From an optimization exercise on the open Yosys and OpenROAD flow, aimed at small area; shortcuts taken in it are not production practice.
In this exercise RTL edits were held to simulation tests only and were not proved equivalent to the original.
Power is estimated from default activity; no workload was simulated.

## SPI_Wrapper
module SPI_Wrapper #(parameter MEM_DEPTH=256,parameter ADDR_SIZE=8)
(   input clk,rst_n,
    input MOSI,
    output MISO,
    input SS_N
);
For scale: roughly 3000 cells after synthesis, roughly 5 I/O pins, about 47000 um^2 of cells after synthesis.
==> flow/config.mk <==
export PLATFORM = sky130hd
export DESIGN_NAME = SPI_Wrapper
export DESIGN_NICKNAME = SPI_Wrapper
export VERILOG_FILES = /design/flow/design.v
export SDC_FILE = /design/flow/constraint.sdc
export NUM_CORES = 4
export LEC_CHECK = 0
export ABC_AREA = 1
export CAP_MARGIN = 30
export CORE_MARGIN = 2
export CORE_UTILIZATION = 50
export SLEW_MARGIN = 40
==> flow/constraint.sdc <==
create_clock -name core_clock -period 10.0 [get_ports {clk}]
set_input_delay 2.0000 -clock core_clock [delete_from_list [all_inputs] [get_ports {clk}]]
set_output_delay 2.0000 -clock core_clock [all_outputs]
set_load 0.01 [all_outputs]
standard.sh (not shown) runs the stock make flow with config.mk's settings and CLKGATE_MAP_FILE= SYNTH_SCRIPT=/design/flow/synth_recipe.tcl, a recipe that flattens the netlist after the stock synthesis.
==> flow/flow/run.sh <==
#!/bin/bash
set -euo pipefail
export CTS_ARGS="-sink_clustering_enable -repair_clock_nets -dont_use_dummy_load -buf_list sky130_fd_sc_hd__clkbuf_4 -sink_clustering_size 12 -sink_clustering_max_diameter 40"
bash standard.sh finish > standard_flow.log 2>&1
The first run went through all stages and came out clean.
Then changed:
==> flow/flow/run.sh (replaced) <==
#!/bin/bash
set -euo pipefail
rm -rf orfs_scripts
cp -r "$FLOW_HOME/scripts" orfs_scripts
cp flow/abc_area.script orfs_scripts/abc_area.script
export CTS_ARGS="-sink_clustering_enable -repair_clock_nets -dont_use_dummy_load -buf_list sky130_fd_sc_hd__clkbuf_4 -sink_clustering_size 12 -sink_clustering_max_diameter 40"
bash standard.sh SCRIPTS_DIR="$PWD/orfs_scripts" finish > standard_flow.log 2>&1
==> flow/flow/abc_area.script (new file) <==
strash
&get -n
&fraig -x
&put
scorr
dc2
dretime
strash
&get -n
&dch -f
&nf -R 1000 -E 100 {D}
&put
The new run completed without violations.
Worst setup slack got worse by 1.8 ns.
Count of clock-buffer cells in the layout goes down by 7.
Critical path depth goes down by 1.
Utilization goes up by 0.20 points.
Fmax goes down by 19%.
Via count goes down by about 7%.
Sequential cell count stays the same.
Total power goes down by 0.54%.
Global-route usage goes down by 0.31 points.
Then changed:
==> flow/flow/abc_area.script (replaced) <==
strash
&get -n
&fraig -x
&put
scorr
dc2
dretime
strash
&get -n
&dch -f
&nf -E 100 -Q 100 {D}
&put
Settings changed: GPL_TIMING_DRIVEN from default to 0.
Synthesized cell count rises by 1.5%.
Worst setup slack is worse by 0.25 ns.
Worst hold slack is better by 0.046 ns.
Wire length falls by 4.5%.
Then changed:
==> flow/flow/run.sh (replaced) <==
#!/bin/bash
set -euo pipefail
export CTS_ARGS="-sink_clustering_enable -repair_clock_nets -dont_use_dummy_load -buf_list sky130_fd_sc_hd__clkbuf_4 -sink_clustering_size 12 -sink_clustering_max_diameter 40"
bash standard.sh finish > standard_flow.log 2>&1
Settings changed: CAP_MARGIN 30 to 20, GPL_TIMING_DRIVEN 0 to default, SLEW_MARGIN 40 to 20.
removed: flow/flow/abc_area.script
- The new run went through all stages and came out clean
- total power went up by 0.42%
- cell count went up by 8.4%
- maximum frequency went up by 27%
- non-clock buffer count went down by 48
- synthesized area went up by 1.8%
- synthesized cell count went up by 13%
- sequential cell count does not change
Then changed:
==> flow/flow/run.sh (replaced) <==
#!/bin/bash
set -euo pipefail
export CTS_ARGS="-sink_clustering_enable -repair_clock_nets -dont_use_dummy_load -buf_list sky130_fd_sc_hd__clkbuf_8 -sink_clustering_size 20 -sink_clustering_max_diameter 50"
bash standard.sh finish > standard_flow.log 2>&1
Settings changed: CAP_MARGIN 20 to 30, SLEW_MARGIN 20 to 40.
Effect:
- The changed run finished with timing, DRC and antenna clean
- total power rises by 2.6%
- core utilization rises by 0.40 points
- clock-buffer cell count falls by 68
- setup slack improves by 0.021 ns
- cell count falls by 1.6%
- hold slack degrades by 0.0045 ns
- global-route usage falls by 0.16 points
- via count falls by 2.5%
- sequential share of layout area falls by 0.64 points
- sequential power hardly moves

v3:
SPI_Wrapper, a different RTL version from the one above (not shown whole).
Size: about 2,900 cells after synthesis, roughly 2,100 flip-flops, ~5 I/O pins, about 49,000 um^2 of cells after synthesis.
export LEC_CHECK = 0
export CAP_MARGIN = 30
export CORE_MARGIN = 2
export CORE_UTILIZATION = 50
export CTS_BUF_LIST = sky130_fd_sc_hd__clkbuf_4 sky130_fd_sc_hd__clkbuf_8
export CTS_CLUSTER_DIAMETER = 50
export CTS_CLUSTER_SIZE = 20
export SLEW_MARGIN = 40
create_clock -name core_clock -period 10.0 [get_ports {clk}]
==> flow/flow/run.sh <==
#!/bin/bash
set -euo pipefail
export CTS_ARGS="-sink_clustering_enable -repair_clock_nets -dont_use_dummy_load -buf_list sky130_fd_sc_hd__clkbuf_8 -sink_clustering_size 20 -sink_clustering_max_diameter 50"
bash standard.sh finish > standard_flow.log 2>&1
In summary, v3 completed successfully, with a layout that passed the timing, DRC and antenna checks.
#### Input delta (v17 over v3)
==> flow/run.sh (new file) <==
#!/bin/bash
# synth_recipe.tcl (not shown) runs the flow's synth.tcl, then flattens the netlist and writes it again
# the make line also repeats each setting of config.mk as NAME=value (left out here)
make -C /OpenROAD-flow-scripts/flow DESIGN_CONFIG=/design/flow/config.mk WORK_HOME=/design/flow/orfs CLKGATE_MAP_FILE= SYNTH_SCRIPT=/design/flow/synth_recipe.tcl finish
removed: flow/flow/run.sh
removed: flow/standard.sh
Notes after the runs:
No stage failed in v17, and the final checks on the layout all came back clean. Taking v3 as the reference, in v17 gate count after technology mapping essentially unchanged; routed wire length increased 0.65%; met1 track utilization from global routing essentially unchanged. Hold slack for v17: 0.040 ns up relative to v3. v17 against v3: total congestion overflow neither gained nor lost much; switching power of the nets picked up an extra about 9%; via count picked up an extra about 0.7%; area growth from synthesis to final layout picked up an extra 1.7 points; mean number of vias per cell lost 0.043. The number of global-route vias before repair of v17 is higher than that of v3. Cell area after layout (lower): v3.
## Diff of input files: v18 against v17
# v17
export LEC_CHECK = 0
export CAP_MARGIN = 30
export CORE_MARGIN = 2
export CORE_UTILIZATION = 50
export CTS_BUF_LIST = sky130_fd_sc_hd__clkbuf_4 sky130_fd_sc_hd__clkbuf_8
export CTS_CLUSTER_DIAMETER = 50
export CTS_CLUSTER_SIZE = 20
export SLEW_MARGIN = 40
create_clock -name core_clock -period 10.0 [get_ports {clk}]
# v18
export LEC_CHECK = 0
export CAP_MARGIN = 30
export CORE_MARGIN = 2
export CORE_UTILIZATION = 60
export SLEW_MARGIN = 40
create_clock -name core_clock -period 10.0 [get_ports {clk}]
==> flow/flow/run.sh (new file) <==
#!/bin/bash
set -euo pipefail
export CTS_ARGS="-sink_clustering_enable -repair_clock_nets -dont_use_dummy_load -buf_list sky130_fd_sc_hd__clkbuf_16 -sink_clustering_size 35 -sink_clustering_max_diameter 60"
bash standard.sh finish > standard_flow.log 2>&1
==> flow/standard.sh (new file) <==
#!/bin/bash
# synth_recipe.tcl (not shown) runs the flow's synth.tcl, then flattens the netlist and writes it again
# the make line also repeats each setting of config.mk as NAME=value (left out here)
make -C /OpenROAD-flow-scripts/flow DESIGN_CONFIG=/design/flow/config.mk WORK_HOME=/design/flow/orfs CLKGATE_MAP_FILE= SYNTH_SCRIPT=/design/flow/synth_recipe.tcl "${@:-finish}"
removed: flow/run.sh
Notes after the runs:
met3 wire length for v18: 79 um up relative to v17
Width of the chip (v18 over v17): decrease, about 9%
On global-route usage: v18 sits above v17.
Diff v17 -> v18: final cell area excluding filler cells went down by about 1%, initial core utilization went up by 10 points, mean area per synthesized cell was more or less identical, total length of routed met2 wires went up by 0.70%.
| shortest clock period the worst path allows after layout | higher: v17 |
The worst-skew pair later-pin latency of v18 is lower than that of v17.
Inputs modified between v18 and v5:
# v18
export LEC_CHECK = 0
export CAP_MARGIN = 30
export CORE_MARGIN = 2
export CORE_UTILIZATION = 60
export SLEW_MARGIN = 40
create_clock -name core_clock -period 10.0 [get_ports {clk}]
# v5
export LEC_CHECK = 0
export CAP_MARGIN = 10
export CORE_MARGIN = 2
export CORE_UTILIZATION = 60
export CTS_BUF_LIST = sky130_fd_sc_hd__clkbuf_16
export CTS_CLUSTER_DIAMETER = 50
export CTS_CLUSTER_SIZE = 40
export SLEW_MARGIN = 10
create_clock -name core_clock -period 10.0 [get_ports {clk}]
==> flow/run.sh (new file) <==
#!/bin/bash
# synth_recipe.tcl (not shown) runs the flow's synth.tcl, then flattens the netlist and writes it again
# the make line also repeats each setting of config.mk as NAME=value (left out here)
make -C /OpenROAD-flow-scripts/flow DESIGN_CONFIG=/design/flow/config.mk WORK_HOME=/design/flow/orfs CLKGATE_MAP_FILE= SYNTH_SCRIPT=/design/flow/synth_recipe.tcl finish
removed: flow/flow/run.sh
removed: flow/standard.sh
## What came out
Every run in the comparison, v5 and v18, completed the flow with a clean layout. Clock network area share | v5 above v18. The non-clock buffer count of v5 falls short of that of v18 by 5. Measured against v18, the total power consumption of the routed design of v5 comes out at 1.14 times the reference value. Cmp v5 vs v18: number of antenna cells inserted higher in v5. [compare] base=v18 new=v5: core utilization went up; vias after detailed routing picked up an extra 328. Delta (v5 minus v18): maximum frequency neither gained nor lost much, setup slack lost 0.011 ns.

The RTL this note starts from:
==> flow/design.v <==
module Single_port_Async_RAM #( parameter MEM_DEPTH=256,parameter ADDR_SIZE=8)
(input clk,rst_n,
 input  [ADDR_SIZE+1:0] din,        
 input rx_valid,
 input  [ADDR_SIZE+1:0] din_next,   
 input rx_next,
 output logic [ADDR_SIZE-1:0] rd_word    
);
localparam RINGS = MEM_DEPTH / 16;
localparam W = ADDR_SIZE;
logic [1:0] Operation_Type;
assign Operation_Type = din[W+1:W];
logic [W-1:0] Write_Address, Read_Address;
logic [W-1:0] pend_addr, pend_data;
logic [W-1:0] word0;
logic [W-1:0] rd_buf;
logic [3:0] head;             
logic [16*W-1:0] ring [0:RINGS-1];
logic [W-1:0] tap [0:RINGS-1];
wire commit = (head == pend_addr[3:0]);
genvar r;
generate
    for (r = 0; r < RINGS; r = r + 1) begin : g_ring
        assign tap[r] = ring[r][16*W-1 -: W];
        always_ff @(posedge clk)
            ring[r] <= {ring[r][15*W-1:0],
                        (commit && pend_addr[W-1:4] == r) ? pend_data : tap[r]};
    end
endgenerate
wire [W-1:0] ra = (rx_next && din_next[W+1:W] == 2'b10) ? din_next[W-1:0] : Read_Address;
wire wa_zero = (Write_Address == 0);
assign rd_word = (ra == 0) ? word0 :
                 (pend_addr == ra) ? pend_data :
                 (head == ra[3:0]) ? tap[ra[W-1:4]] : rd_buf;
wire wr = rx_valid && Operation_Type == 2'b01;
always_ff @(posedge clk)
begin
    head <= head - 4'd1;
    rd_buf <= rd_word;
    if (wr && !wa_zero)
    begin
        pend_addr <= Write_Address;
        pend_data <= din[W-1:0];
    end
    if (wr && wa_zero)
        word0 <= din[W-1:0];
end
always_ff @(posedge clk, negedge rst_n)
begin
    if (!rst_n)
    begin
        Read_Address <= 0;
        Write_Address <= 0;
    end
    else
    begin
        Read_Address <= ra;
        if (rx_valid && Operation_Type == 2'b00)
            Write_Address <= din[W-1:0];
    end
end
endmodule
module SPI_Slave_Interface #(parameter ADDR_SIZE =8)
  ( input MOSI,
    input SS_N,
    input [ADDR_SIZE-1:0] tx_data,    
    input clk,rst_n,
    output logic MISO,
    output logic rx_valid,
    output logic [ADDR_SIZE+1:0] rx_data,
    output logic rx_next,                     
    output logic [ADDR_SIZE+1:0] rx_data_next   
);
    logic [ADDR_SIZE+1:0] shift_reg;
    logic [2:0] bit_cnt;
    logic Has_Read_Address;
    logic [3:0] counter;
    assign rx_data = shift_reg;
    assign rx_data_next = {shift_reg[ADDR_SIZE:0], MOSI};
    localparam logic [2:0] IDLE = 3'd0, CHK_CMD = 3'd1, WRITE = 3'd2,
                           READ_DATA1 = 3'd3, READ_DATA2 = 3'd4, READ_ADD = 3'd5,
                           READ_NONE = 3'd6;
    logic [2:0] current_state, next_state;
    wire active = !SS_N && (current_state != IDLE);
    wire cnt10  = (counter == 4'd10);
    wire rd2    = (current_state == READ_DATA2);
    assign rx_next = active && (counter == 4'd9) &&
                     (current_state == WRITE || current_state == READ_ADD || current_state == READ_DATA1);
    always_ff @(posedge clk)
    begin
        shift_reg <= {shift_reg[ADDR_SIZE:0], MOSI};
        if (counter == 4'd0)
            bit_cnt <= 0;
        else if (!SS_N)
            bit_cnt <= bit_cnt + 3'd1;
    end
    always_ff @(posedge clk, negedge rst_n)
    begin
        if (!rst_n)
        begin
            current_state <= IDLE;
            counter <= 0;
            Has_Read_Address <= 0;
        end
        else
        begin
            current_state <= next_state;
            if (rd2)
                counter <= counter + 4'd1;
            else if (current_state == READ_DATA1 && cnt10)
                counter <= 4'd0;
            else
                counter <= active ? counter + 4'd1 : 4'd0;
            if (current_state == READ_ADD && cnt10)
                Has_Read_Address <= 1;
        end
    end
    always_comb
    begin
        next_state = IDLE;
        rx_valid = 0;
        MISO = 0;
        case (current_state)
            IDLE:       next_state = !SS_N ? CHK_CMD : IDLE;
            CHK_CMD:    next_state = !MOSI ? WRITE : (Has_Read_Address ? READ_DATA1 : READ_ADD);
            WRITE:      begin rx_valid = cnt10; next_state = cnt10 ? IDLE : WRITE; end
            READ_ADD:   begin rx_valid = cnt10; next_state = cnt10 ? IDLE : READ_ADD; end
            READ_DATA1: begin
                            rx_valid = cnt10;
                            next_state = !cnt10 ? READ_DATA1 :
                                         (shift_reg[ADDR_SIZE+1:ADDR_SIZE] == 2'b11) ? READ_DATA2 : READ_NONE;
                        end
            READ_DATA2: begin
                            next_state = (counter == 4'd9) ? IDLE : READ_DATA2;
                            MISO = (counter != 4'd0) && (counter != 4'd9) && tx_data[~bit_cnt];
                        end
            default:    next_state = IDLE;
        endcase
    end
endmodule
module SPI_Wrapper #(parameter MEM_DEPTH=256,parameter ADDR_SIZE=8)
(   input clk,rst_n,
    input MOSI,
    output MISO,
    input SS_N
);
    logic [ADDR_SIZE+1:0] rx_data;        
    logic rx_valid;                       
    logic [ADDR_SIZE+1:0] rx_data_next;   
    logic rx_next;                        
    logic [ADDR_SIZE-1:0] rd_word;        
Single_port_Async_RAM #(
    .MEM_DEPTH (MEM_DEPTH ),
    .ADDR_SIZE (ADDR_SIZE )
) u_Single_port_Async_RAM (
    .clk      (clk      ),
    .rst_n    (rst_n    ),
    .din      (rx_data  ),
    .rx_valid (rx_valid ),
    .din_next (rx_data_next),
    .rx_next  (rx_next  ),
    .rd_word  (rd_word  )
);
SPI_Slave_Interface #(.ADDR_SIZE(ADDR_SIZE)
) u_SPI_Slave_Interface (
    .MOSI     (MOSI     ),
    .SS_N     (SS_N     ),
    .tx_data  (rd_word  ),
    .clk      (clk      ),
    .rst_n    (rst_n    ),
    .MISO     (MISO     ),
    .rx_valid (rx_valid ),
    .rx_data  (rx_data  ),
    .rx_next  (rx_next  ),
    .rx_data_next (rx_data_next)
);
endmodule
==> flow/config.mk <==
export PLATFORM = sky130hd
export DESIGN_NAME = SPI_Wrapper
export DESIGN_NICKNAME = SPI_Wrapper
export VERILOG_FILES = /design/flow/design.v
export SDC_FILE = /design/flow/constraint.sdc
export NUM_CORES = 4
export LEC_CHECK = 0
export ABC_AREA = 1
export CAP_MARGIN = 30
export CORE_MARGIN = 2
export CORE_UTILIZATION = 50
export SLEW_MARGIN = 40
==> flow/constraint.sdc <==
create_clock -name core_clock -period 10.0 [get_ports {clk}]
set_input_delay 2.0000 -clock core_clock [delete_from_list [all_inputs] [get_ports {clk}]]
set_output_delay 2.0000 -clock core_clock [all_outputs]
set_load 0.01 [all_outputs]
==> flow/flow/run.sh <==
#!/bin/bash
set -euo pipefail
export CTS_ARGS="-sink_clustering_enable -repair_clock_nets -dont_use_dummy_load -buf_list sky130_fd_sc_hd__clkbuf_4 -sink_clustering_size 13 -sink_clustering_max_diameter 40"
bash standard.sh finish > standard_flow.log 2>&1
Edit:
==> flow/flow/run.sh (replaced) <==
#!/bin/bash
set -euo pipefail
rm -rf orfs_scripts
cp -r "$FLOW_HOME/scripts" orfs_scripts
cp flow/abc_area.script orfs_scripts/abc_area.script
export CTS_ARGS="-sink_clustering_enable -repair_clock_nets -dont_use_dummy_load -buf_list sky130_fd_sc_hd__clkbuf_4 -sink_clustering_size 12 -sink_clustering_max_diameter 40"
bash standard.sh SCRIPTS_DIR="$PWD/orfs_scripts" finish > standard_flow.log 2>&1
==> flow/flow/abc_area.script (new file) <==
strash
&get -n
&fraig -x
&put
scorr
dc2
dretime
strash
&get -n
&dch -f
&nf -E 100 -Q 100 {D}
&put
The changed run went through all stages and came out clean.
Routed wire length stays flat.
Total power barely changes.
Global-route usage grows by 0.33 points.
Setup slack gets worse by 1.5 ns.
Synthesized cell count shrinks by 12%.
Cell count shrinks by 8.1%.
Die area shrinks by about 1.7%.
Sequential share of layout area grows by 0.84 points.
Cell area shrinks by 0.97%.

port drivers added, routing unchanged:
No port has a modelled driver above. Below, the same layouts with a new extraction and two added sets of constraints. Step 1: set_driving_cell puts a clkbuf_16 on clk and a buf_2 on each other input, an assumption about the parent block. Step 2 also shifts input and output timing later by t, the mid clock arrival at the registers, as if the neighbouring blocks saw the same clock. Three values: ideal, step 1, step 2; two values: the first two.
| run | t, ns | setup slack, ns | hold WS [ns] | latest minus earliest clock arrival (ns) | worst data-port slew with drivers (ns) |
|---|---|---|---|---|---|
| the first run of note 1 | 1.104 | 2.301 / 2.272 / 2.272 | 0.223 / 0.223 / 0.223 | 0.151 / 0.151 | 0.03 |
| the second run of note 1 | 1.103 | 0.470 / 0.442 / 0.442 | 0.182 / 0.182 / 0.182 | 0.165 / 0.166 | 0.04 |
| the third run of note 1 | 1.070 | 0.216 / 0.195 / 0.195 | 0.229 / 0.229 / 0.229 | 0.151 / 0.151 | 0.03 |
| the fourth run of note 1 | 1.081 | 2.297 / 2.266 / 2.266 | 0.219 / 0.219 / 0.219 | 0.156 / 0.156 | 0.04 |
| the fifth run of note 1 | 0.820 | 2.318 / 2.289 / 2.289 | 0.214 / 0.214 / 0.214 | 0.125 / 0.125 | 0.03 |
| v3 | 0.841 | 5.441 / 5.377 / 6.218 | 0.271 / 0.271 / 0.271 | 0.086 / 0.086 | 0.03 |
| v17 | 0.878 | 5.406 / 5.343 / 6.221 | 0.311 / 0.311 / 0.311 | 0.045 / 0.046 | 0.03 |
| v18 | 0.709 | 5.544 / 5.476 / 6.184 | 0.252 / 0.252 / 0.252 | 0.099 / 0.099 | 0.03 |
| v5 | 0.780 | 5.533 / 5.463 / 6.243 | 0.299 / 0.299 / 0.299 | 0.044 / 0.044 | 0.03 |
| the first run of note 3 | 1.059 | 2.293 / 2.261 / 2.261 | 0.206 / 0.206 / 0.206 | 0.153 / 0.153 | 0.03 |
| the second run of note 3 | 1.083 | 0.787 / 0.758 / 0.758 | 0.241 / 0.241 / 0.241 | 0.137 / 0.138 | 0.04 |
After both steps every run listed still meets setup and hold. The setup slack of the first run of note 3, which loses most, moves by -0.032 ns with the drivers and by -0.032 ns with both steps.
